Background: an optimization exercise with open tools, aiming at small area, a short achievable clock period and few clock cycles. Do not read the settings as production practice. Function was not checked in any run shown here: the RTL went through the layout flow alone.

==> flow/design.v (outline; a module is shown in full before it is edited, if it fits) <==
// module dual_port_RAM_0: 14 lines
// module row_pass: 251 lines
// module col_pass: 260 lines
// module M2: 255 lines
module M2 (
	input  logic        Clock_50,
	input  logic        Resetn,
	input  logic [15:0] SRAM_read_data,
	input  logic        M2_start,
	output logic        SRAM_we_n,
	output logic        M2_done,
	output logic [15:0] SRAM_write_data,
	output logic [17:0] SRAM_address
);
  // ...
==> flow/flow/run.sh <==
#!/bin/bash
# The standard layout, with timing repair aiming at 7.5 ns of setup slack
# (4.5 ns paths) instead of 0.  The clock period and constraints are the standard flow's.
set -euo pipefail
bash standard.sh SETUP_SLACK_MARGIN=7.5 finish > standard.log 2>&1
==> flow/standard.sh <==
#!/bin/bash
# synth_recipe.tcl (not shown) runs the flow's synth.tcl, then flattens the netlist and writes it again
# the make line also repeats each setting of config.mk as NAME=value (left out here)
make -C /OpenROAD-flow-scripts/flow DESIGN_CONFIG=/design/flow/config.mk WORK_HOME=/design/flow/orfs CLKGATE_MAP_FILE= SYNTH_SCRIPT=/design/flow/synth_recipe.tcl "${@:-finish}"
==> flow/config.mk <==
export PLATFORM = sky130hd
export DESIGN_NAME = M2
export DESIGN_NICKNAME = M2
export VERILOG_FILES = /design/flow/design.v
export SDC_FILE = /design/flow/constraint.sdc
export NUM_CORES = 8
export LEC_CHECK = 0
export CAP_MARGIN = 20
export CORE_MARGIN = 2
export CORE_UTILIZATION = 40
export SLEW_MARGIN = 20
export SYNTH_MEMORY_MAX_BITS = 4096
==> flow/constraint.sdc <==
create_clock -name core_clock -period 12.0 [get_ports {Clock_50}]
set_input_delay 2.4000 -clock core_clock [delete_from_list [all_inputs] [get_ports {Clock_50}]]
set_output_delay 2.4000 -clock core_clock [all_outputs]
set_load 0.01 [all_outputs]
==> results.toml, run 1 <==
[yosys]
synth_top_area_share_pct = 29.5
synth_area_leaders = "edfxtp_1 29%, dfxtp_1 15%, fa_1 14%"
async_flop_share_pct = 5.27
synthTopCellsByCount = "2,033 x inv_1, 1,622 x edfxtp_1, 1,219 x dfxtp_1"
yosys-mux-area-fraction_pct = 7.62
synth_seq_cells = 2999
synth.most_common_cell = "inv_1"
yosys.area_share.simple_pct = 7.25
synthXorXnorAreaFrac_pct = 6.18

[timing]
fin_setup_tns_ns = 0
holdWs_ns = 0.418
worst_slack_ns = 7.54
rsz0062_at_grt = "true"
finalCriticalPeriod_ns = 4.46
fmax_ghz = 0.224
finClkSkew_ns = 0.0882

[floorplan]
initial_core_util_pct = 40.1
die_area_mm2 = 0.419
nWellTaps = 5474

[setup_path]
worst-path-stages = 18
cp-start-kind = "flip-flop"
startpoint = "rpass.clr$_DFF_P_"

[clocking]
clk-insertion-delay-late_ns = 0.98
postCtsResizedCells = 124
clock_path_buffers = 4

[hold_path]
hold_class = "flip-flop to flip-flop"

[layout]
largest_register_ffs = 1408
buffers = 331

[outcome]
status = "complete, no violations"

[global_routing]
grt_overflow_total = 0

[detailed_routing]
wire_per_inst_um = 22.7
routed_wl_mm = 442
==> inputs of run 2 (changes only) <==
--- a/flow/design.v
+++ b/flow/design.v
@@ -350,171 +350,163 @@
   Gn[25] = G[25] | (P[25] & G[15]); Pn[25] = P[25] & P[15];
   Gn[26] = G[26] | (P[26] & G[15]); Pn[26] = P[26] & P[15];
   Gn[27] = G[27] | (P[27] & G[15]); Pn[27] = P[27] & P[15];
   Gn[28] = G[28] | (P[28] & G[15]); Pn[28] = P[28] & P[15];
   Gn[29] = G[29] | (P[29] & G[15]); Pn[29] = P[29] & P[15];
   G = Gn; P = Pn;
   add30 = p ^ {G[28:0], ci};
 endfunction
-logic [1:0] sel0; logic sg0; logic [29:0] k0;
+logic [1:0] sel0; logic sg0;
 always_ff @(posedge clk) case (p0)
-  4'd0: begin sel0 <= 2'd0; sg0 <= 1'b0; k0 <= 30'd1005322242; end
-  4'd1: begin sel0 <= 2'd0; sg0 <= 1'b1; k0 <= 30'd1005324250; end
-  4'd3: begin sel0 <= 2'd0; sg0 <= 1'b1; k0 <= 30'd1005324250; end
-  4'd4: begin sel0 <= 2'd1; sg0 <= 1'b0; k0 <= 30'd1001259010; end
-  4'd6: begin sel0 <= 2'd0; sg0 <= 1'b1; k0 <= 30'd1005324250; end
-  4'd7: begin sel0 <= 2'd1; sg0 <= 1'b1; k0 <= 30'd1001260902; end
-  4'd9: begin sel0 <= 2'd2; sg0 <= 1'b0; k0 <= 30'd984350722; end
-  4'd10: begin sel0 <= 2'd2; sg0 <= 1'b0; k0 <= 30'd984350722; end
-  default: begin sel0 <= 2'd3; sg0 <= 1'b0; k0 <= 30'd0; end
+  4'd0: begin sel0 <= 2'd0; sg0 <= 1'b0; end
+  4'd1: begin sel0 <= 2'd0; sg0 <= 1'b1; end
+  4'd3: begin sel0 <= 2'd0; sg0 <= 1'b1; end
+  4'd4: begin sel0 <= 2'd1; sg0 <= 1'b0; end
+  4'd6: begin sel0 <= 2'd0; sg0 <= 1'b1; end
+  4'd7: begin sel0 <= 2'd1; sg0 <= 1'b1; end
+  4'd9: begin sel0 <= 2'd2; sg0 <= 1'b0; end
+  4'd10: begin sel0 <= 2'd2; sg0 <= 1'b0; end
+  default: begin sel0 <= 2'd3; sg0 <= 1'b0; end
 endcase
 logic [15:0] yu0; assign yu0 = (x ^ {16{sg0}}) ^ {1'b1, 15'd0};
 logic [29:0] Y0; assign Y0 = 30'(yu0);
-logic [29:0] r0 [0:5];
+logic [29:0] r0 [0:4];
 assign r0[0] = (sel0==2'd0 ? (Y0 << 11) : sel0==2'd1 ? (Y0 << 11) : sel0==2'd2 ? (Y0 << 11) : 30'd0);
-assign r0[1] = (sel0==2'd0 ? (30'({~yu0, 5'h1f})) : sel0==2'd1 ? (30'({~yu0, 7'h7f})) : sel0==2'd2 ? (30'({~yu0, 9'h1ff})) : 30'd0);
-assign r0[2] = (sel0==2'd0 ? (30'({~yu0, 3'h7})) : sel0==2'd1 ? (30'({~yu0, 5'h1f})) : sel0==2'd2 ? (30'({~yu0, 7'h7f})) : 30'd0);
+assign r0[1] = (sel0==2'd0 ? (30'({~yu0, 5'd0})) : sel0==2'd1 ? (30'({~yu0, 7'd0})) : sel0==2'd2 ? (30'({~yu0, 9'd0})) : 30'd0);
+assign r0[2] = (sel0==2'd0 ? (30'({~yu0, 3'd0})) : sel0==2'd1 ? (30'({~yu0, 5'd0})) : sel0==2'd2 ? (30'({~yu0, 7'd0})) : 30'd0);
 assign r0[3] = (sel0==2'd0 ? 30'd0 : sel0==2'd1 ? (Y0 << 2) : sel0==2'd2 ? (Y0 << 5) : 30'd0);
 assign r0[4] = (sel0==2'd0 ? 30'd0 : sel0==2'd1 ? 30'd0 : sel0==2'd2 ? (Y0 << 3) : 30'd0);
-assign r0[5] = k0;
 logic [29:0] t0_0s, t0_0c; assign {t0_0s, t0_0c} = csa(r0[0], r0[1], r0[2]);
-logic [29:0] t0_1s, t0_1c; assign {t0_1s, t0_1c} = csa(r0[3], r0[4], r0[5]);
-logic [29:0] t0_2s, t0_2c; assign {t0_2s, t0_2c} = csa(t0_0s, t0_0c, t0_1s);
-logic [29:0] t0_3s, t0_3c; assign {t0_3s, t0_3c} = csa(t0_2s, t0_2c, t0_1c);
-logic [29:0] ps0, pc0; always_ff @(posedge clk) begin ps0 <= t0_3s; pc0 <= t0_3c; end
-logic [1:0] sel1; logic sg1; logic [29:0] k1;
+logic [29:0] t0_1s, t0_1c; assign {t0_1s, t0_1c} = csa(t0_0s, t0_0c, r0[3]);
+logic [29:0] t0_2s, t0_2c; assign {t0_2s, t0_2c} = csa(t0_1s, t0_1c, r0[4]);
+logic [29:0] ps0, pc0; always_ff @(posedge clk) begin ps0 <= t0_2s; pc0 <= t0_2c; end
+logic [1:0] sel1; logic sg1;
 always_ff @(posedge clk) case (p0)
-  4'd0: begin sel1 <= 2'd0; sg1 <= 1'b0; k1 <= 30'd984285186; end
-  4'd1: begin sel1 <= 2'd0; sg1 <= 1'b0; k1 <= 30'd984285186; end
-  4'd3: begin sel1 <= 2'd0; sg1 <= 1'b0; k1 <= 30'd984285186; end
-  4'd4: begin sel1 <= 2'd1; sg1 <= 1'b0; k1 <= 30'd1031241730; end
-  4'd6: begin sel1 <= 2'd0; sg1 <= 1'b0; k1 <= 30'd984285186; end
-  4'd7: begin sel1 <= 2'd1; sg1 <= 1'b1; k1 <= 30'd1031242513; end
-  4'd9: begin sel1 <= 2'd2; sg1 <= 1'b0; k1 <= 30'd984350722; end
-  4'd10: begin sel1 <= 2'd2; sg1 <= 1'b1; k1 <= 30'd984352170; end
-  default: begin sel1 <= 2'd3; sg1 <= 1'b0; k1 <= 30'd0; end
+  4'd0: begin sel1 <= 2'd0; sg1 <= 1'b0; end
+  4'd1: begin sel1 <= 2'd0; sg1 <= 1'b0; end
+  4'd3: begin sel1 <= 2'd0; sg1 <= 1'b0; end
+  4'd4: begin sel1 <= 2'd1; sg1 <= 1'b0; end
+  4'd6: begin sel1 <= 2'd0; sg1 <= 1'b0; end
+  4'd7: begin sel1 <= 2'd1; sg1 <= 1'b1; end
+  4'd9: begin sel1 <= 2'd2; sg1 <= 1'b0; end
+  4'd10: begin sel1 <= 2'd2; sg1 <= 1'b1; end
+  default: begin sel1 <= 2'd3; sg1 <= 1'b0; end
 endcase
 logic [15:0] yu1; assign yu1 = (x ^ {16{sg1}}) ^ {1'b1, 15'd0};
 logic [29:0] Y1; assign Y1 = 30'(yu1);
-logic [29:0] r1 [0:6];
+logic [29:0] r1 [0:5];
 assign r1[0] = (sel1==2'd0 ? (Y1 << 11) : sel1==2'd1 ? (Y1 << 10) : sel1==2'd2 ? (Y1 << 11) : 30'd0);
-assign r1[1] = (sel1==2'd0 ? (30'({~yu1, 9'h1ff})) : sel1==2'd1 ? (30'({~yu1, 8'hff})) : sel1==2'd2 ? (30'({~yu1, 9'h1ff})) : 30'd0);
-assign r1[2] = (sel1==2'd0 ? (Y1 << 7) : sel1==2'd1 ? (Y1 << 4) : sel1==2'd2 ? (30'({~yu1, 7'h7f})) : 30'd0);
+assign r1[1] = (sel1==2'd0 ? (30'({~yu1, 9'd0})) : sel1==2'd1 ? (30'({~yu1, 8'd0})) : sel1==2'd2 ? (30'({~yu1, 9'd0})) : 30'd0);
+assign r1[2] = (sel1==2'd0 ? (Y1 << 7) : sel1==2'd1 ? (Y1 << 4) : sel1==2'd2 ? (30'({~yu1, 7'd0})) : 30'd0);
 assign r1[3] = (sel1==2'd0 ? (Y1 << 5) : sel1==2'd1 ? ({14'd0, ~yu1}) : sel1==2'd2 ? (Y1 << 5) : 30'd0);
 assign r1[4] = (sel1==2'd0 ? (Y1 << 3) : sel1==2'd1 ? 30'd0 : sel1==2'd2 ? (Y1 << 3) : 30'd0);
-assign r1[5] = (sel1==2'd0 ? (30'({~yu1, 1'h1})) : sel1==2'd1 ? 30'd0 : sel1==2'd2 ? 30'd0 : 30'd0);
-assign r1[6] = k1;
+assign r1[5] = (sel1==2'd0 ? (30'({~yu1, 1'd0})) : sel1==2'd1 ? 30'd0 : sel1==2'd2 ? 30'd0 : 30'd0);
 logic [29:0] t1_0s, t1_0c; assign {t1_0s, t1_0c} = csa(r1[0], r1[1], r1[2]);
 logic [29:0] t1_1s, t1_1c; assign {t1_1s, t1_1c} = csa(r1[3], r1[4], r1[5]);
 logic [29:0] t1_2s, t1_2c; assign {t1_2s, t1_2c} = csa(t1_0s, t1_0c, t1_1s);
 logic [29:0] t1_3s, t1_3c; assign {t1_3s, t1_3c} = csa(t1_2s, t1_2c, t1_1c);
-logic [29:0] t1_4s, t1_4c; assign {t1_4s, t1_4c} = csa(t1_3s, t1_3c, r1[6]);
-logic [29:0] ps1, pc1; always_ff @(posedge clk) begin ps1 <= t1_4s; pc1 <= t1_4c; end
-logic [1:0] sel2; logic sg2; logic [29:0] k2;
+logic [29:0] ps1, pc1; always_ff @(posedge clk) begin ps1 <= t1_3s; pc1 <= t1_3c; end
+logic [1:0] sel2; logic sg2;
 always_ff @(posedge clk) case (p0)
-  4'd0: begin sel2 <= 2'd0; sg2 <= 1'b0; k2 <= 30'd1035436033; end
-  4'd1: begin sel2 <= 2'd0; sg2 <= 1'b1; k2 <= 30'd1035437170; end
-  4'd3: begin sel2 <= 2'd0; sg2 <= 1'b0; k2 <= 30'd1035436033; end
-  4'd4: begin sel2 <= 2'd1; sg2 <= 1'b1; k2 <= 30'd1031242513; end
-  4'd6: begin sel2 <= 2'd0; sg2 <= 1'b1; k2 <= 30'd1035437170; end
-  4'd7: begin sel2 <= 2'd1; sg2 <= 1'b0; k2 <= 30'd1031241730; end
-  4'd9: begin sel2 <= 2'd2; sg2 <= 1'b0; k2 <= 30'd984350722; end
-  4'd10: begin sel2 <= 2'd2; sg2 <= 1'b1; k2 <= 30'd984352170; end
-  default: begin sel2 <= 2'd3; sg2 <= 1'b0; k2 <= 30'd0; end
+  4'd0: begin sel2 <= 2'd0; sg2 <= 1'b0; end
+  4'd1: begin sel2 <= 2'd0; sg2 <= 1'b1; end
+  4'd3: begin sel2 <= 2'd0; sg2 <= 1'b0; end
+  4'd4: begin sel2 <= 2'd1; sg2 <= 1'b1; end
+  4'd6: begin sel2 <= 2'd0; sg2 <= 1'b1; end
+  4'd7: begin sel2 <= 2'd1; sg2 <= 1'b0; end
+  4'd9: begin sel2 <= 2'd2; sg2 <= 1'b0; end
+  4'd10: begin sel2 <= 2'd2; sg2 <= 1'b1; end
+  default: begin sel2 <= 2'd3; sg2 <= 1'b0; end
 endcase
 logic [15:0] yu2; assign yu2 = (x ^ {16{sg2}}) ^ {1'b1, 15'd0};
 logic [29:0] Y2; assign Y2 = 30'(yu2);
-logic [29:0] r2 [0:5];
+logic [29:0] r2 [0:4];
 assign r2[0] = (sel2==2'd0 ? (Y2 << 10) : sel2==2'd1 ? (Y2 << 10) : sel2==2'd2 ? (Y2 << 11) : 30'd0);
-assign r2[1] = (sel2==2'd0 ? (Y2 << 7) : sel2==2'd1 ? (30'({~yu2, 8'hff})) : sel2==2'd2 ? (30'({~yu2, 9'h1ff})) : 30'd0);
-assign r2[2] = (sel2==2'd0 ? (30'({~yu2, 4'hf})) : sel2==2'd1 ? (Y2 << 4) : sel2==2'd2 ? (30'({~yu2, 7'h7f})) : 30'd0);
+assign r2[1] = (sel2==2'd0 ? (Y2 << 7) : sel2==2'd1 ? (30'({~yu2, 8'd0})) : sel2==2'd2 ? (30'({~yu2, 9'd0})) : 30'd0);
+assign r2[2] = (sel2==2'd0 ? (30'({~yu2, 4'd0})) : sel2==2'd1 ? (Y2 << 4) : sel2==2'd2 ? (30'({~yu2, 7'd0})) : 30'd0);
 assign r2[3] = (sel2==2'd0 ? (Y2 << 0) : sel2==2'd1 ? ({14'd0, ~yu2}) : sel2==2'd2 ? (Y2 << 5) : 30'd0);
 assign r2[4] = (sel2==2'd0 ? 30'd0 : sel2==2'd1 ? 30'd0 : sel2==2'd2 ? (Y2 << 3) : 30'd0);
-assign r2[5] = k2;
 logic [29:0] t2_0s, t2_0c; assign {t2_0s, t2_0c} = csa(r2[0], r2[1], r2[2]);
-logic [29:0] t2_1s, t2_1c; assign {t2_1s, t2_1c} = csa(r2[3], r2[4], r2[5]);
-logic [29:0] t2_2s, t2_2c; assign {t2_2s, t2_2c} = csa(t2_0s, t2_0c, t2_1s);
-logic [29:0] t2_3s, t2_3c; assign {t2_3s, t2_3c} = csa(t2_2s, t2_2c, t2_1c);
-logic [29:0] ps2, pc2; always_ff @(posedge clk) begin ps2 <= t2_3s; pc2 <= t2_3c; end
-logic [1:0] sel3; logic sg3; logic [29:0] k3;
+logic [29:0] t2_1s, t2_1c; assign {t2_1s, t2_1c} = csa(t2_0s, t2_0c, r2[3]);
+logic [29:0] t2_2s, t2_2c; assign {t2_2s, t2_2c} = csa(t2_1s, t2_1c, r2[4]);
+logic [29:0] ps2, pc2; always_ff @(posedge clk) begin ps2 <= t2_2s; pc2 <= t2_2c; end
+logic [1:0] sel3; logic sg3;
 always_ff @(posedge clk) case (p0)
-  4'd0: begin sel3 <= 2'd0; sg3 <= 1'b0; k3 <= 30'd1052213250; end
-  4'd1: begin sel3 <= 2'd0; sg3 <= 1'b1; k3 <= 30'd1052213649; end
-  4'd3: begin sel3 <= 2'd0; sg3 <= 1'b0; k3 <= 30'd1052213250; end
-  4'd4: begin sel3 <= 2'd1; sg3 <= 1'b1; k3 <= 30'd1001260902; end
-  4'd6: begin sel3 <= 2'd0; sg3 <= 1'b0; k3 <= 30'd1052213250; end
-  4'd7: begin sel3 <= 2'd1; sg3 <= 1'b0; k3 <= 30'd1001259010; end
-  4'd9: begin sel3 <= 2'd2; sg3 <= 1'b0; k3 <= 30'd984350722; end
-  4'd10: begin sel3 <= 2'd2; sg3 <= 1'b0; k3 <= 30'd984350722; end
-  default: begin sel3 <= 2'd3; sg3 <= 1'b0; k3 <= 30'd0; end
+  4'd0: begin sel3 <= 2'd0; sg3 <= 1'b0; end
+  4'd1: begin sel3 <= 2'd0; sg3 <= 1'b1; end
+  4'd3: begin sel3 <= 2'd0; sg3 <= 1'b0; end
+  4'd4: begin sel3 <= 2'd1; sg3 <= 1'b1; end
+  4'd6: begin sel3 <= 2'd0; sg3 <= 1'b0; end
+  4'd7: begin sel3 <= 2'd1; sg3 <= 1'b0; end
+  4'd9: begin sel3 <= 2'd2; sg3 <= 1'b0; end
+  4'd10: begin sel3 <= 2'd2; sg3 <= 1'b0; end
+  default: begin sel3 <= 2'd3; sg3 <= 1'b0; end
 endcase
 logic [15:0] yu3; assign yu3 = (x ^ {16{sg3}}) ^ {1'b1, 15'd0};
 logic [29:0] Y3; assign Y3 = 30'(yu3);
-logic [29:0] r3 [0:5];
+logic [29:0] r3 [0:4];
 assign r3[0] = (sel3==2'd0 ? (Y3 << 9) : sel3==2'd1 ? (Y3 << 11) : sel3==2'd2 ? (Y3 << 11) : 30'd0);
-assign r3[1] = (sel3==2'd0 ? (30'({~yu3, 7'h7f})) : sel3==2'd1 ? (30'({~yu3, 7'h7f})) : sel3==2'd2 ? (30'({~yu3, 9'h1ff})) : 30'd0);
-assign r3[2] = (sel3==2'd0 ? (Y3 << 4) : sel3==2'd1 ? (30'({~yu3, 5'h1f})) : sel3==2'd2 ? (30'({~yu3, 7'h7f})) : 30'd0);
+assign r3[1] = (sel3==2'd0 ? (30'({~yu3, 7'd0})) : sel3==2'd1 ? (30'({~yu3, 7'd0})) : sel3==2'd2 ? (30'({~yu3, 9'd0})) : 30'd0);
+assign r3[2] = (sel3==2'd0 ? (Y3 << 4) : sel3==2'd1 ? (30'({~yu3, 5'd0})) : sel3==2'd2 ? (30'({~yu3, 7'd0})) : 30'd0);
 assign r3[3] = (sel3==2'd0 ? ({14'd0, ~yu3}) : sel3==2'd1 ? (Y3 << 2) : sel3==2'd2 ? (Y3 << 5) : 30'd0);
 assign r3[4] = (sel3==2'd0 ? 30'd0 : sel3==2'd1 ? 30'd0 : sel3==2'd2 ? (Y3 << 3) : 30'd0);
-assign r3[5] = k3;
 logic [29:0] t3_0s, t3_0c; assign {t3_0s, t3_0c} = csa(r3[0], r3[1], r3[2]);
-logic [29:0] t3_1s, t3_1c; assign {t3_1s, t3_1c} = csa(r3[3], r3[4], r3[5]);
-logic [29:0] t3_2s, t3_2c; assign {t3_2s, t3_2c} = csa(t3_0s, t3_0c, t3_1s);
-logic [29:0] t3_3s, t3_3c; assign {t3_3s, t3_3c} = csa(t3_2s, t3_2c, t3_1c);
-logic [29:0] ps3, pc3; always_ff @(posedge clk) begin ps3 <= t3_3s; pc3 <= t3_3c; end
+logic [29:0] t3_1s, t3_1c; assign {t3_1s, t3_1c} = csa(t3_0s, t3_0c, r3[3]);
+logic [29:0] t3_2s, t3_2c; assign {t3_2s, t3_2c} = csa(t3_1s, t3_1c, r3[4]);
+logic [29:0] ps3, pc3; always_ff @(posedge clk) begin ps3 <= t3_2s; pc3 <= t3_2c; end
 logic [3:0] p1; always_ff @(posedge clk) p1 <= p0;
-logic nb, clr; always_ff @(posedge clk) begin clr <= (p1 == 4'd0); case (p1)
+logic nb, ld; always_ff @(posedge clk) begin ld <= (p1 == 4'd11); case (p1)
   4'd0: nb <= 1'b1;
   4'd1: nb <= 1'b1;
   4'd3: nb <= 1'b1;
   4'd4: nb <= 1'b0;
   4'd6: nb <= 1'b1;
   4'd7: nb <= 1'b0;
   4'd9: nb <= 1'b0;
   4'd10: nb <= 1'b0;
   default: nb <= 1'b0;
 endcase end
 logic [29:0] ra [0:3]; logic [29:0] rb [0:3];
 logic [29:0] ua0p, ua0s, ua0c;
-assign ua0p = clr ? 30'd0 : ra[2];
+assign ua0p = ra[2];
 assign ua0s = ua0p ^ ps0 ^ pc0; assign ua0c = {((ua0p & ps0) | (ua0p & pc0) | (ps0 & pc0)), 1'b0};
-always_ff @(posedge clk) ra[0] <= add30(ua0s, ua0c, 1'b0);
+always_ff @(posedge clk) ra[0] <= ld ? 30'd562275392 : add30(ua0s, ua0c, 1'b0);
 logic [29:0] ub0p, ub0x, ub0y, ub0s, ub0c;
-assign ub0p = clr ? 30'd0 : rb[2];
+assign ub0p = rb[2];
 assign ub0x = ps0 ^ {30{nb}}; assign ub0y = pc0 ^ {30{nb}};
-assign ub0s = ub0p ^ ub0x ^ ub0y; assign ub0c = {((ub0p & ub0x) | (ub0p & ub0y) | (ub0x & ub0y)), nb};
-always_ff @(posedge clk) rb[0] <= add30(ub0s, ub0c, nb);
+assign ub0s = ub0p ^ ub0x ^ ub0y; assign ub0c = {((ub0p & ub0x) | (ub0p & ub0y) | (ub0x & ub0y)), 1'b0};
+always_ff @(posedge clk) rb[0] <= ld ? 30'd997688098 : add30(ub0s, ub0c, 1'b0);
 logic [29:0] ua1p, ua1s, ua1c;
-assign ua1p = clr ? 30'd0 : ra[0];
+assign ua1p = ra[0];
 assign ua1s = ua1p ^ ps1 ^ pc1; assign ua1c = {((ua1p & ps1) | (ua1p & pc1) | (ps1 & pc1)), 1'b0};
-always_ff @(posedge clk) ra[1] <= add30(ua1s, ua1c, 1'b0);
+always_ff @(posedge clk) ra[1] <= ld ? 30'd562274328 : add30(ua1s, ua1c, 1'b0);
 logic [29:0] ub1p, ub1x, ub1y, ub1s, ub1c;
-assign ub1p = clr ? 30'd0 : rb[0];
+assign ub1p = rb[0];
 assign ub1x = ps1 ^ {30{nb}}; assign ub1y = pc1 ^ {30{nb}};
-assign ub1s = ub1p ^ ub1x ^ ub1y; assign ub1c = {((ub1p & ub1x) | (ub1p & ub1y) | (ub1x & ub1y)), nb};
-always_ff @(posedge clk) rb[1] <= add30(ub1s, ub1c, nb);
+assign ub1s = ub1p ^ ub1x ^ ub1y; assign ub1c = {((ub1p & ub1x) | (ub1p & ub1y) | (ub1x & ub1y)), 1'b0};
+always_ff @(posedge clk) rb[1] <= ld ? 30'd997687832 : add30(ub1s, ub1c, 1'b0);
 logic [29:0] ua2p, ua2s, ua2c;
-assign ua2p = clr ? 30'd0 : ra[3];
+assign ua2p = ra[3];
 assign ua2s = ua2p ^ ps2 ^ pc2; assign ua2c = {((ua2p & ps2) | (ua2p & pc2) | (ps2 & pc2)), 1'b0};
-always_ff @(posedge clk) ra[2] <= add30(ua2s, ua2c, 1'b0);
+always_ff @(posedge clk) ra[2] <= ld ? 30'd562268508 : add30(ua2s, ua2c, 1'b0);
 logic [29:0] ub2p, ub2x, ub2y, ub2s, ub2c;
-assign ub2p = clr ? 30'd0 : rb[3];
+assign ub2p = rb[3];
 assign ub2x = ps2 ^ {30{nb}}; assign ub2y = pc2 ^ {30{nb}};
-assign ub2s = ub2p ^ ub2x ^ ub2y; assign ub2c = {((ub2p & ub2x) | (ub2p & ub2y) | (ub2x & ub2y)), nb};
-always_ff @(posedge clk) rb[2] <= add30(ub2s, ub2c, nb);
+assign ub2s = ub2p ^ ub2x ^ ub2y; assign ub2c = {((ub2p & ub2x) | (ub2p & ub2y) | (ub2x & ub2y)), 1'b0};
+always_ff @(posedge clk) rb[2] <= ld ? 30'd997688302 : add30(ub2s, ub2c, 1'b0);
 logic [29:0] ua3p, ua3s, ua3c;
-assign ua3p = clr ? 30'd0 : ra[1];
+assign ua3p = ra[1];
 assign ua3s = ua3p ^ ps3 ^ pc3; assign ua3c = {((ua3p & ps3) | (ua3p & pc3) | (ps3 & pc3)), 1'b0};
-always_ff @(posedge clk) ra[3] <= add30(ua3s, ua3c, 1'b0);
+always_ff @(posedge clk) ra[3] <= ld ? 30'd562272747 : add30(ua3s, ua3c, 1'b0);
 logic [29:0] ub3p, ub3x, ub3y, ub3s, ub3c;
-assign ub3p = clr ? 30'd0 : rb[1];
+assign ub3p = rb[1];
 assign ub3x = ps3 ^ {30{nb}}; assign ub3y = pc3 ^ {30{nb}};
-assign ub3s = ub3p ^ ub3x ^ ub3y; assign ub3c = {((ub3p & ub3x) | (ub3p & ub3y) | (ub3x & ub3y)), nb};
-always_ff @(posedge clk) rb[3] <= add30(ub3s, ub3c, nb);
+assign ub3s = ub3p ^ ub3x ^ ub3y; assign ub3c = {((ub3p & ub3x) | (ub3p & ub3y) | (ub3x & ub3y)), 1'b0};
+always_ff @(posedge clk) rb[3] <= ld ? 30'd997688525 : add30(ub3s, ub3c, 1'b0);
 assign ra0 = ra[0]; assign rb0 = rb[0];
 assign ra1 = ra[1]; assign rb1 = rb[1];
 assign ra2 = ra[2]; assign rb2 = rb[2];
 assign ra3 = ra[3]; assign rb3 = rb[3];
 endmodule
 module col_pass (input logic clk, input logic [21:0] x, input logic [3:0] p0,
   output logic [31:0] ra0, ra1, ra2, ra3, rb0, rb1, rb2, rb3);
 function automatic logic [63:0] csa(input logic [31:0] a, b, c);
@@ -610,171 +602,163 @@
   Gn[27] = G[27] | (P[27] & G[15]); Pn[27] = P[27] & P[15];
   Gn[28] = G[28] | (P[28] & G[15]); Pn[28] = P[28] & P[15];
   Gn[29] = G[29] | (P[29] & G[15]); Pn[29] = P[29] & P[15];
   Gn[30] = G[30] | (P[30] & G[15]); Pn[30] = P[30] & P[15];
   Gn[31] = G[31] | (P[31] & G[15]); Pn[31] = P[31] & P[15];
   G = Gn; P = Pn;
   add32 = p ^ {G[30:0], ci};
 endfunction
-logic [1:0] sel0; logic sg0; logic [31:0] k0;
+logic [1:0] sel0; logic sg0;
 always_ff @(posedge clk) case (p0)
-  4'd0: begin sel0 <= 2'd0; sg0 <= 1'b0; k0 <= 32'd4211081218; end
-  4'd1: begin sel0 <= 2'd0; sg0 <= 1'b1; k0 <= 32'd4211083226; end
-  4'd3: begin sel0 <= 2'd0; sg0 <= 1'b1; k0 <= 32'd4211083226; end
-  4'd4: begin sel0 <= 2'd1; sg0 <= 1'b0; k0 <= 32'd3951034370; end
-  4'd6: begin sel0 <= 2'd0; sg0 <= 1'b1; k0 <= 32'd4211083226; end
-  4'd7: begin sel0 <= 2'd1; sg0 <= 1'b1; k0 <= 32'd3951036262; end
-  4'd9: begin sel0 <= 2'd2; sg0 <= 1'b0; k0 <= 32'd2868903938; end
-  4'd10: begin sel0 <= 2'd2; sg0 <= 1'b0; k0 <= 32'd2868903938; end
-  default: begin sel0 <= 2'd3; sg0 <= 1'b0; k0 <= 32'd0; end
+  4'd0: begin sel0 <= 2'd0; sg0 <= 1'b0; end
+  4'd1: begin sel0 <= 2'd0; sg0 <= 1'b1; end
+  4'd3: begin sel0 <= 2'd0; sg0 <= 1'b1; end
+  4'd4: begin sel0 <= 2'd1; sg0 <= 1'b0; end
+  4'd6: begin sel0 <= 2'd0; sg0 <= 1'b1; end
+  4'd7: begin sel0 <= 2'd1; sg0 <= 1'b1; end
+  4'd9: begin sel0 <= 2'd2; sg0 <= 1'b0; end
+  4'd10: begin sel0 <= 2'd2; sg0 <= 1'b0; end
+  default: begin sel0 <= 2'd3; sg0 <= 1'b0; end
 endcase
 logic [21:0] yu0; assign yu0 = (x ^ {22{sg0}}) ^ {1'b1, 21'd0};
 logic [31:0] Y0; assign Y0 = 32'(yu0);
-logic [31:0] r0 [0:5];
+logic [31:0] r0 [0:4];
 assign r0[0] = (sel0==2'd0 ? (Y0 << 11) : sel0==2'd1 ? (Y0 << 11) : sel0==2'd2 ? (Y0 << 11) : 32'd0);
-assign r0[1] = (sel0==2'd0 ? (32'({~yu0, 5'h1f})) : sel0==2'd1 ? (32'({~yu0, 7'h7f})) : sel0==2'd2 ? (32'({~yu0, 9'h1ff})) : 32'd0);
-assign r0[2] = (sel0==2'd0 ? (32'({~yu0, 3'h7})) : sel0==2'd1 ? (32'({~yu0, 5'h1f})) : sel0==2'd2 ? (32'({~yu0, 7'h7f})) : 32'd0);
+assign r0[1] = (sel0==2'd0 ? (32'({~yu0, 5'd0})) : sel0==2'd1 ? (32'({~yu0, 7'd0})) : sel0==2'd2 ? (32'({~yu0, 9'd0})) : 32'd0);
+assign r0[2] = (sel0==2'd0 ? (32'({~yu0, 3'd0})) : sel0==2'd1 ? (32'({~yu0, 5'd0})) : sel0==2'd2 ? (32'({~yu0, 7'd0})) : 32'd0);
 assign r0[3] = (sel0==2'd0 ? 32'd0 : sel0==2'd1 ? (Y0 << 2) : sel0==2'd2 ? (Y0 << 5) : 32'd0);
 assign r0[4] = (sel0==2'd0 ? 32'd0 : sel0==2'd1 ? 32'd0 : sel0==2'd2 ? (Y0 << 3) : 32'd0);
-assign r0[5] = k0;
 logic [31:0] t0_0s, t0_0c; assign {t0_0s, t0_0c} = csa(r0[0], r0[1], r0[2]);
-logic [31:0] t0_1s, t0_1c; assign {t0_1s, t0_1c} = csa(r0[3], r0[4], r0[5]);
-logic [31:0] t0_2s, t0_2c; assign {t0_2s, t0_2c} = csa(t0_0s, t0_0c, t0_1s);
-logic [31:0] t0_3s, t0_3c; assign {t0_3s, t0_3c} = csa(t0_2s, t0_2c, t0_1c);
-logic [31:0] ps0, pc0; always_ff @(posedge clk) begin ps0 <= t0_3s; pc0 <= t0_3c; end
-logic [1:0] sel1; logic sg1; logic [31:0] k1;
+logic [31:0] t0_1s, t0_1c; assign {t0_1s, t0_1c} = csa(t0_0s, t0_0c, r0[3]);
+logic [31:0] t0_2s, t0_2c; assign {t0_2s, t0_2c} = csa(t0_1s, t0_1c, r0[4]);
+logic [31:0] ps0, pc0; always_ff @(posedge clk) begin ps0 <= t0_2s; pc0 <= t0_2c; end
+logic [1:0] sel1; logic sg1;
 always_ff @(posedge clk) case (p0)
-  4'd0: begin sel1 <= 2'd0; sg1 <= 1'b0; k1 <= 32'd2864709634; end
-  4'd1: begin sel1 <= 2'd0; sg1 <= 1'b0; k1 <= 32'd2864709634; end
-  4'd3: begin sel1 <= 2'd0; sg1 <= 1'b0; k1 <= 32'd2864709634; end
-  4'd4: begin sel1 <= 2'd1; sg1 <= 1'b0; k1 <= 32'd1574961154; end
-  4'd6: begin sel1 <= 2'd0; sg1 <= 1'b0; k1 <= 32'd2864709634; end
-  4'd7: begin sel1 <= 2'd1; sg1 <= 1'b1; k1 <= 32'd1574961937; end
-  4'd9: begin sel1 <= 2'd2; sg1 <= 1'b0; k1 <= 32'd2868903938; end
-  4'd10: begin sel1 <= 2'd2; sg1 <= 1'b1; k1 <= 32'd2868905386; end
-  default: begin sel1 <= 2'd3; sg1 <= 1'b0; k1 <= 32'd0; end
+  4'd0: begin sel1 <= 2'd0; sg1 <= 1'b0; end
+  4'd1: begin sel1 <= 2'd0; sg1 <= 1'b0; end
+  4'd3: begin sel1 <= 2'd0; sg1 <= 1'b0; end
+  4'd4: begin sel1 <= 2'd1; sg1 <= 1'b0; end
+  4'd6: begin sel1 <= 2'd0; sg1 <= 1'b0; end
+  4'd7: begin sel1 <= 2'd1; sg1 <= 1'b1; end
+  4'd9: begin sel1 <= 2'd2; sg1 <= 1'b0; end
+  4'd10: begin sel1 <= 2'd2; sg1 <= 1'b1; end
+  default: begin sel1 <= 2'd3; sg1 <= 1'b0; end
 endcase
 logic [21:0] yu1; assign yu1 = (x ^ {22{sg1}}) ^ {1'b1, 21'd0};
 logic [31:0] Y1; assign Y1 = 32'(yu1);
-logic [31:0] r1 [0:6];
+logic [31:0] r1 [0:5];
 assign r1[0] = (sel1==2'd0 ? (Y1 << 11) : sel1==2'd1 ? (Y1 << 10) : sel1==2'd2 ? (Y1 << 11) : 32'd0);
-assign r1[1] = (sel1==2'd0 ? (32'({~yu1, 9'h1ff})) : sel1==2'd1 ? (32'({~yu1, 8'hff})) : sel1==2'd2 ? (32'({~yu1, 9'h1ff})) : 32'd0);
-assign r1[2] = (sel1==2'd0 ? (Y1 << 7) : sel1==2'd1 ? (Y1 << 4) : sel1==2'd2 ? (32'({~yu1, 7'h7f})) : 32'd0);
+assign r1[1] = (sel1==2'd0 ? (32'({~yu1, 9'd0})) : sel1==2'd1 ? (32'({~yu1, 8'd0})) : sel1==2'd2 ? (32'({~yu1, 9'd0})) : 32'd0);
+assign r1[2] = (sel1==2'd0 ? (Y1 << 7) : sel1==2'd1 ? (Y1 << 4) : sel1==2'd2 ? (32'({~yu1, 7'd0})) : 32'd0);
 assign r1[3] = (sel1==2'd0 ? (Y1 << 5) : sel1==2'd1 ? ({10'd0, ~yu1}) : sel1==2'd2 ? (Y1 << 5) : 32'd0);
 assign r1[4] = (sel1==2'd0 ? (Y1 << 3) : sel1==2'd1 ? 32'd0 : sel1==2'd2 ? (Y1 << 3) : 32'd0);
-assign r1[5] = (sel1==2'd0 ? (32'({~yu1, 1'h1})) : sel1==2'd1 ? 32'd0 : sel1==2'd2 ? 32'd0 : 32'd0);
-assign r1[6] = k1;
+assign r1[5] = (sel1==2'd0 ? (32'({~yu1, 1'd0})) : sel1==2'd1 ? 32'd0 : sel1==2'd2 ? 32'd0 : 32'd0);
 logic [31:0] t1_0s, t1_0c; assign {t1_0s, t1_0c} = csa(r1[0], r1[1], r1[2]);
 logic [31:0] t1_1s, t1_1c; assign {t1_1s, t1_1c} = csa(r1[3], r1[4], r1[5]);
 logic [31:0] t1_2s, t1_2c; assign {t1_2s, t1_2c} = csa(t1_0s, t1_0c, t1_1s);
 logic [31:0] t1_3s, t1_3c; assign {t1_3s, t1_3c} = csa(t1_2s, t1_2c, t1_1c);
-logic [31:0] t1_4s, t1_4c; assign {t1_4s, t1_4c} = csa(t1_3s, t1_3c, r1[6]);
-logic [31:0] ps1, pc1; always_ff @(posedge clk) begin ps1 <= t1_4s; pc1 <= t1_4c; end
-logic [1:0] sel2; logic sg2; logic [31:0] k2;
+logic [31:0] ps1, pc1; always_ff @(posedge clk) begin ps1 <= t1_3s; pc1 <= t1_3c; end
+logic [1:0] sel2; logic sg2;
 always_ff @(posedge clk) case (p0)
-  4'd0: begin sel2 <= 2'd0; sg2 <= 1'b0; k2 <= 32'd1843396609; end
-  4'd1: begin sel2 <= 2'd0; sg2 <= 1'b1; k2 <= 32'd1843397746; end
-  4'd3: begin sel2 <= 2'd0; sg2 <= 1'b0; k2 <= 32'd1843396609; end
-  4'd4: begin sel2 <= 2'd1; sg2 <= 1'b1; k2 <= 32'd1574961937; end
-  4'd6: begin sel2 <= 2'd0; sg2 <= 1'b1; k2 <= 32'd1843397746; end
-  4'd7: begin sel2 <= 2'd1; sg2 <= 1'b0; k2 <= 32'd1574961154; end
-  4'd9: begin sel2 <= 2'd2; sg2 <= 1'b0; k2 <= 32'd2868903938; end
-  4'd10: begin sel2 <= 2'd2; sg2 <= 1'b1; k2 <= 32'd2868905386; end
-  default: begin sel2 <= 2'd3; sg2 <= 1'b0; k2 <= 32'd0; end
+  4'd0: begin sel2 <= 2'd0; sg2 <= 1'b0; end
+  4'd1: begin sel2 <= 2'd0; sg2 <= 1'b1; end
+  4'd3: begin sel2 <= 2'd0; sg2 <= 1'b0; end
+  4'd4: begin sel2 <= 2'd1; sg2 <= 1'b1; end
+  4'd6: begin sel2 <= 2'd0; sg2 <= 1'b1; end
+  4'd7: begin sel2 <= 2'd1; sg2 <= 1'b0; end
+  4'd9: begin sel2 <= 2'd2; sg2 <= 1'b0; end
+  4'd10: begin sel2 <= 2'd2; sg2 <= 1'b1; end
+  default: begin sel2 <= 2'd3; sg2 <= 1'b0; end
 endcase
 logic [21:0] yu2; assign yu2 = (x ^ {22{sg2}}) ^ {1'b1, 21'd0};
 logic [31:0] Y2; assign Y2 = 32'(yu2);
-logic [31:0] r2 [0:5];
+logic [31:0] r2 [0:4];
 assign r2[0] = (sel2==2'd0 ? (Y2 << 10) : sel2==2'd1 ? (Y2 << 10) : sel2==2'd2 ? (Y2 << 11) : 32'd0);
-assign r2[1] = (sel2==2'd0 ? (Y2 << 7) : sel2==2'd1 ? (32'({~yu2, 8'hff})) : sel2==2'd2 ? (32'({~yu2, 9'h1ff})) : 32'd0);
-assign r2[2] = (sel2==2'd0 ? (32'({~yu2, 4'hf})) : sel2==2'd1 ? (Y2 << 4) : sel2==2'd2 ? (32'({~yu2, 7'h7f})) : 32'd0);
+assign r2[1] = (sel2==2'd0 ? (Y2 << 7) : sel2==2'd1 ? (32'({~yu2, 8'd0})) : sel2==2'd2 ? (32'({~yu2, 9'd0})) : 32'd0);
+assign r2[2] = (sel2==2'd0 ? (32'({~yu2, 4'd0})) : sel2==2'd1 ? (Y2 << 4) : sel2==2'd2 ? (32'({~yu2, 7'd0})) : 32'd0);
 assign r2[3] = (sel2==2'd0 ? (Y2 << 0) : sel2==2'd1 ? ({10'd0, ~yu2}) : sel2==2'd2 ? (Y2 << 5) : 32'd0);
 assign r2[4] = (sel2==2'd0 ? 32'd0 : sel2==2'd1 ? 32'd0 : sel2==2'd2 ? (Y2 << 3) : 32'd0);
-assign r2[5] = k2;
 logic [31:0] t2_0s, t2_0c; assign {t2_0s, t2_0c} = csa(r2[0], r2[1], r2[2]);
-logic [31:0] t2_1s, t2_1c; assign {t2_1s, t2_1c} = csa(r2[3], r2[4], r2[5]);
-logic [31:0] t2_2s, t2_2c; assign {t2_2s, t2_2c} = csa(t2_0s, t2_0c, t2_1s);
-logic [31:0] t2_3s, t2_3c; assign {t2_3s, t2_3c} = csa(t2_2s, t2_2c, t2_1c);
-logic [31:0] ps2, pc2; always_ff @(posedge clk) begin ps2 <= t2_3s; pc2 <= t2_3c; end
-logic [1:0] sel3; logic sg3; logic [31:0] k3;
+logic [31:0] t2_1s, t2_1c; assign {t2_1s, t2_1c} = csa(t2_0s, t2_0c, r2[3]);
+logic [31:0] t2_2s, t2_2c; assign {t2_2s, t2_2c} = csa(t2_1s, t2_1c, r2[4]);
+logic [31:0] ps2, pc2; always_ff @(posedge clk) begin ps2 <= t2_2s; pc2 <= t2_2c; end
+logic [1:0] sel3; logic sg3;
 always_ff @(posedge clk) case (p0)
-  4'd0: begin sel3 <= 2'd0; sg3 <= 1'b0; k3 <= 32'd2917138434; end
-  4'd1: begin sel3 <= 2'd0; sg3 <= 1'b1; k3 <= 32'd2917138833; end
-  4'd3: begin sel3 <= 2'd0; sg3 <= 1'b0; k3 <= 32'd2917138434; end
-  4'd4: begin sel3 <= 2'd1; sg3 <= 1'b1; k3 <= 32'd3951036262; end
-  4'd6: begin sel3 <= 2'd0; sg3 <= 1'b0; k3 <= 32'd2917138434; end
-  4'd7: begin sel3 <= 2'd1; sg3 <= 1'b0; k3 <= 32'd3951034370; end
-  4'd9: begin sel3 <= 2'd2; sg3 <= 1'b0; k3 <= 32'd2868903938; end
-  4'd10: begin sel3 <= 2'd2; sg3 <= 1'b0; k3 <= 32'd2868903938; end
-  default: begin sel3 <= 2'd3; sg3 <= 1'b0; k3 <= 32'd0; end
+  4'd0: begin sel3 <= 2'd0; sg3 <= 1'b0; end
+  4'd1: begin sel3 <= 2'd0; sg3 <= 1'b1; end
+  4'd3: begin sel3 <= 2'd0; sg3 <= 1'b0; end
+  4'd4: begin sel3 <= 2'd1; sg3 <= 1'b1; end
+  4'd6: begin sel3 <= 2'd0; sg3 <= 1'b0; end
+  4'd7: begin sel3 <= 2'd1; sg3 <= 1'b0; end
+  4'd9: begin sel3 <= 2'd2; sg3 <= 1'b0; end
+  4'd10: begin sel3 <= 2'd2; sg3 <= 1'b0; end
+  default: begin sel3 <= 2'd3; sg3 <= 1'b0; end
 endcase
 logic [21:0] yu3; assign yu3 = (x ^ {22{sg3}}) ^ {1'b1, 21'd0};
 logic [31:0] Y3; assign Y3 = 32'(yu3);
-logic [31:0] r3 [0:5];
+logic [31:0] r3 [0:4];
 assign r3[0] = (sel3==2'd0 ? (Y3 << 9) : sel3==2'd1 ? (Y3 << 11) : sel3==2'd2 ? (Y3 << 11) : 32'd0);
-assign r3[1] = (sel3==2'd0 ? (32'({~yu3, 7'h7f})) : sel3==2'd1 ? (32'({~yu3, 7'h7f})) : sel3==2'd2 ? (32'({~yu3, 9'h1ff})) : 32'd0);
-assign r3[2] = (sel3==2'd0 ? (Y3 << 4) : sel3==2'd1 ? (32'({~yu3, 5'h1f})) : sel3==2'd2 ? (32'({~yu3, 7'h7f})) : 32'd0);
+assign r3[1] = (sel3==2'd0 ? (32'({~yu3, 7'd0})) : sel3==2'd1 ? (32'({~yu3, 7'd0})) : sel3==2'd2 ? (32'({~yu3, 9'd0})) : 32'd0);
+assign r3[2] = (sel3==2'd0 ? (Y3 << 4) : sel3==2'd1 ? (32'({~yu3, 5'd0})) : sel3==2'd2 ? (32'({~yu3, 7'd0})) : 32'd0);
 assign r3[3] = (sel3==2'd0 ? ({10'd0, ~yu3}) : sel3==2'd1 ? (Y3 << 2) : sel3==2'd2 ? (Y3 << 5) : 32'd0);
 assign r3[4] = (sel3==2'd0 ? 32'd0 : sel3==2'd1 ? 32'd0 : sel3==2'd2 ? (Y3 << 3) : 32'd0);
-assign r3[5] = k3;
 logic [31:0] t3_0s, t3_0c; assign {t3_0s, t3_0c} = csa(r3[0], r3[1], r3[2]);
-logic [31:0] t3_1s, t3_1c; assign {t3_1s, t3_1c} = csa(r3[3], r3[4], r3[5]);
-logic [31:0] t3_2s, t3_2c; assign {t3_2s, t3_2c} = csa(t3_0s, t3_0c, t3_1s);
-logic [31:0] t3_3s, t3_3c; assign {t3_3s, t3_3c} = csa(t3_2s, t3_2c, t3_1c);
-logic [31:0] ps3, pc3; always_ff @(posedge clk) begin ps3 <= t3_3s; pc3 <= t3_3c; end
+logic [31:0] t3_1s, t3_1c; assign {t3_1s, t3_1c} = csa(t3_0s, t3_0c, r3[3]);
+logic [31:0] t3_2s, t3_2c; assign {t3_2s, t3_2c} = csa(t3_1s, t3_1c, r3[4]);
+logic [31:0] ps3, pc3; always_ff @(posedge clk) begin ps3 <= t3_2s; pc3 <= t3_2c; end
 logic [3:0] p1; always_ff @(posedge clk) p1 <= p0;
-logic nb, clr; always_ff @(posedge clk) begin clr <= (p1 == 4'd0); case (p1)
+logic nb, ld; always_ff @(posedge clk) begin ld <= (p1 == 4'd11); case (p1)
   4'd0: nb <= 1'b1;
   4'd1: nb <= 1'b1;
   4'd3: nb <= 1'b1;
   4'd4: nb <= 1'b0;
   4'd6: nb <= 1'b1;
   4'd7: nb <= 1'b0;
   4'd9: nb <= 1'b0;
   4'd10: nb <= 1'b0;
   default: nb <= 1'b0;
 endcase end
 logic [31:0] ra [0:3]; logic [31:0] rb [0:3];
 logic [31:0] ua0p, ua0s, ua0c;
-assign ua0p = clr ? 32'd0 : ra[2];
+assign ua0p = ra[2];
 assign ua0s = ua0p ^ ps0 ^ pc0; assign ua0c = {((ua0p & ps0) | (ua0p & pc0) | (ps0 & pc0)), 1'b0};
-always_ff @(posedge clk) ra[0] <= add32(ua0s, ua0c, 1'b0);
+always_ff @(posedge clk) ra[0] <= ld ? 32'd1625302080 : add32(ua0s, ua0c, 1'b0);
 logic [31:0] ub0p, ub0x, ub0y, ub0s, ub0c;
-assign ub0p = clr ? 32'd0 : rb[2];
+assign ub0p = rb[2];
 assign ub0x = ps0 ^ {32{nb}}; assign ub0y = pc0 ^ {32{nb}};
-assign ub0s = ub0p ^ ub0x ^ ub0y; assign ub0c = {((ub0p & ub0x) | (ub0p & ub0y) | (ub0x & ub0y)), nb};
-always_ff @(posedge clk) rb[0] <= add32(ub0s, ub0c, nb);
+assign ub0s = ub0p ^ ub0x ^ ub0y; assign ub0c = {((ub0p & ub0x) | (ub0p & ub0y) | (ub0x & ub0y)), 1'b0};
+always_ff @(posedge clk) rb[0] <= ld ? 32'd3722445602 : add32(ub0s, ub0c, 1'b0);
 logic [31:0] ua1p, ua1s, ua1c;
-assign ua1p = clr ? 32'd0 : ra[0];
+assign ua1p = ra[0];
 assign ua1s = ua1p ^ ps1 ^ pc1; assign ua1c = {((ua1p & ps1) | (ua1p & pc1) | (ps1 & pc1)), 1'b0};
-always_ff @(posedge clk) ra[1] <= add32(ua1s, ua1c, 1'b0);
+always_ff @(posedge clk) ra[1] <= ld ? 32'd1625301016 : add32(ua1s, ua1c, 1'b0);
 logic [31:0] ub1p, ub1x, ub1y, ub1s, ub1c;
-assign ub1p = clr ? 32'd0 : rb[0];
+assign ub1p = rb[0];
 assign ub1x = ps1 ^ {32{nb}}; assign ub1y = pc1 ^ {32{nb}};
-assign ub1s = ub1p ^ ub1x ^ ub1y; assign ub1c = {((ub1p & ub1x) | (ub1p & ub1y) | (ub1x & ub1y)), nb};
-always_ff @(posedge clk) rb[1] <= add32(ub1s, ub1c, nb);
+assign ub1s = ub1p ^ ub1x ^ ub1y; assign ub1c = {((ub1p & ub1x) | (ub1p & ub1y) | (ub1x & ub1y)), 1'b0};
+always_ff @(posedge clk) rb[1] <= ld ? 32'd3722445336 : add32(ub1s, ub1c, 1'b0);
 logic [31:0] ua2p, ua2s, ua2c;
-assign ua2p = clr ? 32'd0 : ra[3];
+assign ua2p = ra[3];
 assign ua2s = ua2p ^ ps2 ^ pc2; assign ua2c = {((ua2p & ps2) | (ua2p & pc2) | (ps2 & pc2)), 1'b0};
-always_ff @(posedge clk) ra[2] <= add32(ua2s, ua2c, 1'b0);
+always_ff @(posedge clk) ra[2] <= ld ? 32'd1625295196 : add32(ua2s, ua2c, 1'b0);
 logic [31:0] ub2p, ub2x, ub2y, ub2s, ub2c;
-assign ub2p = clr ? 32'd0 : rb[3];
+assign ub2p = rb[3];
 assign ub2x = ps2 ^ {32{nb}}; assign ub2y = pc2 ^ {32{nb}};
-assign ub2s = ub2p ^ ub2x ^ ub2y; assign ub2c = {((ub2p & ub2x) | (ub2p & ub2y) | (ub2x & ub2y)), nb};
-always_ff @(posedge clk) rb[2] <= add32(ub2s, ub2c, nb);
+assign ub2s = ub2p ^ ub2x ^ ub2y; assign ub2c = {((ub2p & ub2x) | (ub2p & ub2y) | (ub2x & ub2y)), 1'b0};
+always_ff @(posedge clk) rb[2] <= ld ? 32'd3722445806 : add32(ub2s, ub2c, 1'b0);
 logic [31:0] ua3p, ua3s, ua3c;
-assign ua3p = clr ? 32'd0 : ra[1];
+assign ua3p = ra[1];
 assign ua3s = ua3p ^ ps3 ^ pc3; assign ua3c = {((ua3p & ps3) | (ua3p & pc3) | (ps3 & pc3)), 1'b0};
-always_ff @(posedge clk) ra[3] <= add32(ua3s, ua3c, 1'b0);
+always_ff @(posedge clk) ra[3] <= ld ? 32'd1625299435 : add32(ua3s, ua3c, 1'b0);
 logic [31:0] ub3p, ub3x, ub3y, ub3s, ub3c;
-assign ub3p = clr ? 32'd0 : rb[1];
+assign ub3p = rb[1];
 assign ub3x = ps3 ^ {32{nb}}; assign ub3y = pc3 ^ {32{nb}};
-assign ub3s = ub3p ^ ub3x ^ ub3y; assign ub3c = {((ub3p & ub3x) | (ub3p & ub3y) | (ub3x & ub3y)), nb};
-always_ff @(posedge clk) rb[3] <= add32(ub3s, ub3c, nb);
+assign ub3s = ub3p ^ ub3x ^ ub3y; assign ub3c = {((ub3p & ub3x) | (ub3p & ub3y) | (ub3x & ub3y)), 1'b0};
+always_ff @(posedge clk) rb[3] <= ld ? 32'd3722446029 : add32(ub3s, ub3c, 1'b0);
 assign ra0 = ra[0]; assign rb0 = rb[0];
 assign ra1 = ra[1]; assign rb1 = rb[1];
 assign ra2 = ra[2]; assign rb2 = rb[2];
 assign ra3 = ra[3]; assign rb3 = rb[3];
 endmodule
 `timescale 1ns/100ps
 `default_nettype none
 module M2 (
==> flow/flow/run.sh (replaced) <==
#!/bin/bash
# The standard layout, with timing repair aiming at 8 ns of setup slack
# instead of 0.  The clock period and constraints are the standard flow's.
set -euo pipefail
bash standard.sh SETUP_SLACK_MARGIN=8 finish > standard.log 2>&1
==> run 2 against run 1 <==
Net effect:
- via count decreased by 9.2%
- largest cell class is now registers
- synthesized cell count decreased by 15%
- clock skew decreased by 0.025 ns
- die area decreased by 8.5%
- maximum frequency increased by 6.1%
- non-clock buffer count increased by 35
- setup slack improved by 0.26 ns
==> results.toml, run 2 <==
[timing]
hold_viol_final = 0
slew_headroom_pct = 22.7
finClkSkew_ns = 0.0629
rsz0062_at_grt = "true"
setup_violations = 0
period_share_pct = 35.0
slew_violations = 0
tightest_slew_ns = 1.16
fmax_ghz = 0.238
fin_setup_tns_ns = 0
worst_slack_ns = 7.80
finalCriticalPeriod_ns = 4.20

[setup_path]
cp-start-kind = "flip-flop"
crit_type = "flip-flop to flip-flop"
crit_arrival_ns = 4.96
cp_max_fo = 12
endpoint_kind = "flip-flop"
critical_path_required_ns = 12.75

[floorplan]
die_y_um = 619
fp-row-count = 225
die-width_um = 619
initial_core_util_pct = 40.2
io_pins = 55
die_area_mm2 = 0.383
core-area_mm2 = 0.376

[detailed_routing]
wire_per_inst_um = 24.4
vias = 92100
routed_wl_mm = 416
vias_per_cell = 5.39
dr.pass1.iters = 6
drc = 0
ant_nets = 0
drt_iter0_drc = 8119

[global_routing]
met2_usage_pct = 36.0
grt_use_met1_pct = 29.0
grt_max_degree = 141
grt_overflow_total = 0
grt_usage_pct = 21.5
grtUsageMet3_pct = 3.08
grt_pass1_vias = 95300
busiest_layer = "met2"
grt_pass1_wl_mm = 618
antenna_found_initial = 17

[hold_path]
hold_class = "flip-flop to flip-flop"

[clocking]
cts_hold_buf = 0
cts_tree = "built"
ctsRootBufferMaster = "clkbuf_16"
clock_path_buffers = 4
clk-insertion-delay-late_ns = 0.96
numCtsBuffers = 322
h-tree-depth = 5
path_clk_slew_ns = 0.06
cts.sinks = 2934

[yosys]
ys_seq_area_share_pct = 50.1
synth_area_leaders = "edfxtp_1 32%, dfxtp_1 15%, fa_1 12%"
syn_inst = 11600
yosys.area_share.simple_pct = 6.99
synth.most_common_cell = "edfxtp_1"
syn_area_mm2 = 0.151
yosysWarnings = 26
yosys.area_share.adder_pct = 18.0
synthXorXnorAreaFrac_pct = 6.63
synth_compound_gate_area_share_pct = 6.19
yosys-mux-area-fraction_pct = 8.80
syn_area_per_cell_um2 = 13.0
synth_seq_cells = 2934
synth_top_area_share_pct = 32.2
synth_cell_types = 99
yosysTopAreaCell = "edfxtp_1"
synthFlopType = "edfxtp_1"
synthTopCellsByCount = "1,622 x edfxtp_1, 1,154 x dfxtp_1, 995 x nor2_1"
synth_edf_count = 1622
synth_top_family_by_area = "adder cells"
async_flop_share_pct = 5.39

[placement]
dp_hpwl_mm = 282
pre_cts_ws_ns = 6.06
portBuffers = 54
place_congestion = 0.948
dp.cells = 16400

[layout]
layout.cells.most_common = "edfxtp_1"
drive_above_1_share_pct = 15.4
multiInputGateArea_mm2 = 0.0721
final_nets = 13500
seq_area_mm2 = 0.0759
regMostFlops = "tbuf.mem"
layout_common_cells = "1,622 x edfxtp_1, 1,117 x dfxtp_1, 923 x nor2_1"
fill_cells = 33400
largest_register_ffs = 1408
syn2layout_area_growth_pct = 13.4
fin_cells = 17100
largestRegisters = "tbuf.mem: 1408 flops, stg: 176 flops"

[outcome]
status = "complete, no violations"

[flow_run]
cap_violations = 0
[run 2: routing by layer]
layer	wire length (um)	vias to the layer above
met5	73	-
met4	13300	4
met3	26600	666
met2	201000	3166
met1	175000	47200
li1	-	41100
[run 2: worst paths after layout]
| check | depth (start not counted) | slack (ns) | endpoint | from |
|---|---|---|---|---|
| setup reg to reg | 17 | 7.80 | cpass.rb[3][30]$_SDFF_PP1_ | cpass.nb$_SDFF_PP0_ |
| max in group asynchronous | 2 | 9.16 | cp_addr[3]$_DFF_PN0_ | Resetn |
| min in group asynchronous | 1 | 1.44 | rowb[12]$_DFFE_PN0P_ | Resetn |
| setup / recovery | 17 | 7.80 | cpass.rb[3][30]$_SDFF_PP1_ | cpass.nb$_SDFF_PP0_ |
| hold / removal | 0 | 0.38 | col_odd$_DFF_PN0_ | cm1$_DFF_PN0_ |
| hold reg to reg | 0 | 0.38 | col_odd$_DFF_PN0_ | cm1$_DFF_PN0_ |
[run 2: what timing repair did]
action | 4_1_cts | 5_1_grt
endpoints found under the setup margin | 477 | 163
setup buffers | 64 | 55
pin swaps | 48 | 75
gates cloned | 19 | 4
gates resized for setup | 324 | 129
[run 2: cell families after synthesis]
| logic type | count (synthesis) |
|---|---|
| other | 1 |
| adder cells (fa/ha/maj) | 1633 |
| XOR/XNOR | 1145 |
| buffers and inverters | 1320 |
| AO/OA/AOI/OAI | 1495 |
| multiplexers | 727 |
| flip-flops | 2934 |
| AND/OR/NAND/NOR | 2394 |
[run 2: area by class of cell]
class / instances / area share (%)
sequential: 2934 / 44.3
multi-input combinational: 7404 / 42.0
clock buffer: 411 / 5.02
tap: 4994 / 3.64
timing repair buffer: 366 / 2.17
inverter: 801 / 1.76
clock inverter: 176 / 1.11
antenna: 6 / 0.00876
[run 2: worst max-delay path, cell delays in order (launching register included)]
cell and delay [ns]:
dfxtp_4 0.52, buf_12 0.21, buf_16 0.18, buf_12 0.13
xnor2_1 0.09, fa_1 0.51, inv_1 0.06, ha_1 0.28
o21ai_0 0.24, nand2_1 0.22, nor4b_4 0.19, o41a_1 0.33
buf_6 0.15, o41a_1 0.34, a21o_1 0.22, a21oi_2 0.14
xor2_1 0.15, nand2_1 0.06
[run 2: per-stage QoR]
stage                     area (um2)  hold slack, ns  utilization, %
after floorplan               151000           0.331               -
after global placement        158000           0.340            42.0
after CTS                     170000           0.364            45.3
final                         171000           0.377            45.6
after global routing          171000           0.381            45.6
after detailed placement      158000           0.352            42.0
==> inputs of run 3 (changes only) <==
==> flow/flow/run.sh (replaced) <==
#!/bin/bash
# The standard layout, with timing repair aiming at 8.5 ns of setup slack
# instead of 0.  The clock period and constraints are the standard flow's.
set -euo pipefail
bash standard.sh SETUP_SLACK_MARGIN=8.5 finish > standard.log 2>&1
==> run 3 against run 2 <==
Net effect:
- still clean on timing, DRC and antenna
- clock skew increased by 0.027 ns
- register-to-register slack hardly changed
- synthesized cell count stayed put
- sequential cell count unchanged
- die area unchanged
- global-route usage grew 0.30 points
- critical path type unchanged
- critical endpoint is now cpass.rb[3][31]$_SDFF_PP1_
==> results.toml, run 3 <==
[clocking]
clk-insertion-delay-late_ns = 0.98
numCtsBuffers = 325
cts.sinks = 2934
h-tree-depth = 5
ctsRootBufferMaster = "clkbuf_16"
cts_hold_buf = 0
path_clk_slew_ns = 0.06
clock_path_buffers = 4
cts_tree = "built"

[setup_path]
cp_max_fo = 7
crit_arrival_ns = 4.96
crit_type = "flip-flop to flip-flop"
cp-start-kind = "flip-flop"
startpoint = "cpass.nb$_SDFF_PP0_"
rr_startpoint = "cpass.nb$_SDFF_PP0_"
critical_path_required_ns = 12.77
endpoint_kind = "flip-flop"

[yosys]
async_flop_share_pct = 5.39
syn_inst = 11600
syn_area_mm2 = 0.151
yosysWarnings = 26
synthFlopType = "edfxtp_1"
syn_area_per_cell_um2 = 13.0
synth.most_common_cell = "edfxtp_1"
ys_seq_area_share_pct = 50.1
synth_edf_count = 1622
synthTopCellsByCount = "1,622 x edfxtp_1, 1,154 x dfxtp_1, 995 x nor2_1"
synth_area_leaders = "edfxtp_1 32%, dfxtp_1 15%, fa_1 12%"
synth_seq_cells = 2934
synth_cell_types = 99
yosysTopAreaCell = "edfxtp_1"
synth_top_area_share_pct = 32.2

[detailed_routing]
ant_nets = 0
drt_iter0_drc = 8395
wire_per_inst_um = 24.4
routed_wl_mm = 424
vias = 93700
drc = 0
dr.pass1.iters = 8
vias_per_cell = 5.39

[layout]
regMostFlops = "tbuf.mem"
drive_above_1_share_pct = 21.3
largestRegisters = "tbuf.mem: 1408 flops, stg: 176 flops"
multiInputGateArea_mm2 = 0.0757
fin_cells = 17400
seq_area_mm2 = 0.0760
layout_common_cells = "1,622 x edfxtp_1, 1,074 x dfxtp_1, 905 x nor2_1"
largest_register_ffs = 1408
syn2layout_area_growth_pct = 17.9
layout.cells.most_common = "edfxtp_1"
final_nets = 13700
fill_cells = 32700

[floorplan]
die_y_um = 619
die-width_um = 619
die_area_mm2 = 0.383
fp-row-count = 225
initial_core_util_pct = 40.2
core-area_mm2 = 0.376
io_pins = 55

[placement]
portBuffers = 54
place_congestion = 0.917
dp.cells = 16400
dp_hpwl_mm = 279

[global_routing]
grt_pass1_vias = 97300
grt_pass1_wl_mm = 626
antenna_found_initial = 9
grt_overflow_total = 0
grt_max_degree = 175
grt_usage_pct = 21.8

[timing]
finClkSkew_ns = 0.0899
fmax_ghz = 0.238
tightest_slew_ns = 1.05
rsz0062_at_grt = "true"
hold_viol_final = 0
fin_setup_tns_ns = 0
slew_headroom_pct = 29.8
finalCriticalPeriod_ns = 4.19
slew_violations = 0
setup_violations = 0
period_share_pct = 34.9

[hold_path]
hold_class = "flip-flop to flip-flop"
worstHoldStart = "cm1$_DFF_PN0_"

[outcome]
status = "complete, no violations"

[flow_run]
cap_violations = 0
-- run 3: metrics by stage --
stage	util (%)	hold WS (ns)	worst slack (ns)	cell area, um2
floorplan	-	0.331	8.08	152000
global placement	42.1	0.341	6.14	158000
detailed placement	42.1	0.350	6.20	158000
CTS	46.4	0.363	7.83	175000
global route	47.4	0.377	7.68	178000
finish	47.4	0.359	7.81	178000
-- run 3: kinds of logic after synthesis --
family          after synthesis  share of synthesized area, %
flops                      2934                          50.1
compound gates             1495                          6.19
buf+inv                    1320                          3.30
xor+xnor                   1145                          6.63
simple gates               2394                          6.99
other cells                   1                       0.00248
mux                         727                          8.80
fa+ha+maj                  1633                          18.0
-- run 3: final timing paths --
| kind | endpoint | slack [ns] | cells past startpoint |
|---|---|---|---|
| max | cpass.rb[3][31]$_SDFF_PP1_ | 7.81 | 19 |
| min | col_odd$_DFF_PN0_ | 0.36 | 0 |
| max reg2reg | cpass.rb[3][31]$_SDFF_PP1_ | 7.81 | 19 |
| min reg2reg | col_odd$_DFF_PN0_ | 0.36 | 0 |
| max in group asynchronous | cp_addr[2]$_DFF_PN0_ | 9.17 | 2 |
| min in group asynchronous | rk[0]$_DFFE_PN0P_ | 1.46 | 1 |
-- run 3: final cells by class --
class / instances / area share [%]
Sequential cell: 2934 / 42.6
Clock inverter: 163 / 0.959
Clock buffer: 435 / 5.07
Tap cell: 4994 / 3.51
Timing Repair Buffer: 625 / 3.71
Inverter: 801 / 1.70
Antenna cell: 4 / 0.00562
Multi-Input combinational cell: 7406 / 42.4
-- run 3: per-layer routing --
layer,up-vias,part of all wire [%],GRT usage (%)
met5,-,0,0
met4,0,4.1,8.15
met3,838,6.0,2.98
met2,3352,48,36.2
met1,47900,42,29.0
li1,41600,-,-
-- run 3: critical path, cell delays in order (launching register included) --
cell and delay (ns):
dfxtp_4 0.40, buf_12 0.15, buf_12 0.12, buf_16 0.15
buf_12 0.13, xnor2_2 0.13, fa_1 0.49, inv_2 0.05
ha_4 0.15, or2_4 0.25, a2111oi_4 0.28, o211a_4 0.26
nor4b_4 0.07, o41a_1 0.42, o41a_1 0.36, buf_4 0.15
nand4_1 0.09, nand4b_1 0.15, xnor2_1 0.18, nand2_1 0.06
-- run 3: repair_timing --
item	4_1_cts	5_1_grt
setup buffers	201	167
gates cloned	25	6
setup endpoints to repair	663	397
pin swaps	211	300
endpoints found under the hold margin	0	0
gates resized for setup	729	444

-- re-timing with driven ports --
The flow's constraints put no driver on any port. The routed layouts listed below were extracted and timed again, unchanged, in two steps. Step 1 assumes that a clkbuf_16 drives the clock port and a buf_2 every other input. Step 2 adds t to the input delays and takes it off the output delays; t is the mean of the earliest and latest rising clock arrival at the registers after step 1. Input paths then give back, and output paths get back, about the clock's delay inside the block. Three values: ideal ports, drivers, drivers and shift; two values: the first two.
run	t (ns)	setup WS [ns]	slew at the worst register clock pin (ns)
run 1	1.024	7.540 / 7.538 / 7.540	0.08 / 0.08
run 2	1.014	7.795 / 7.795 / 7.795	0.07 / 0.07
run 3	1.018	7.806 / 7.806 / 7.806	0.07 / 0.07
After both steps every run listed still meets setup and hold.
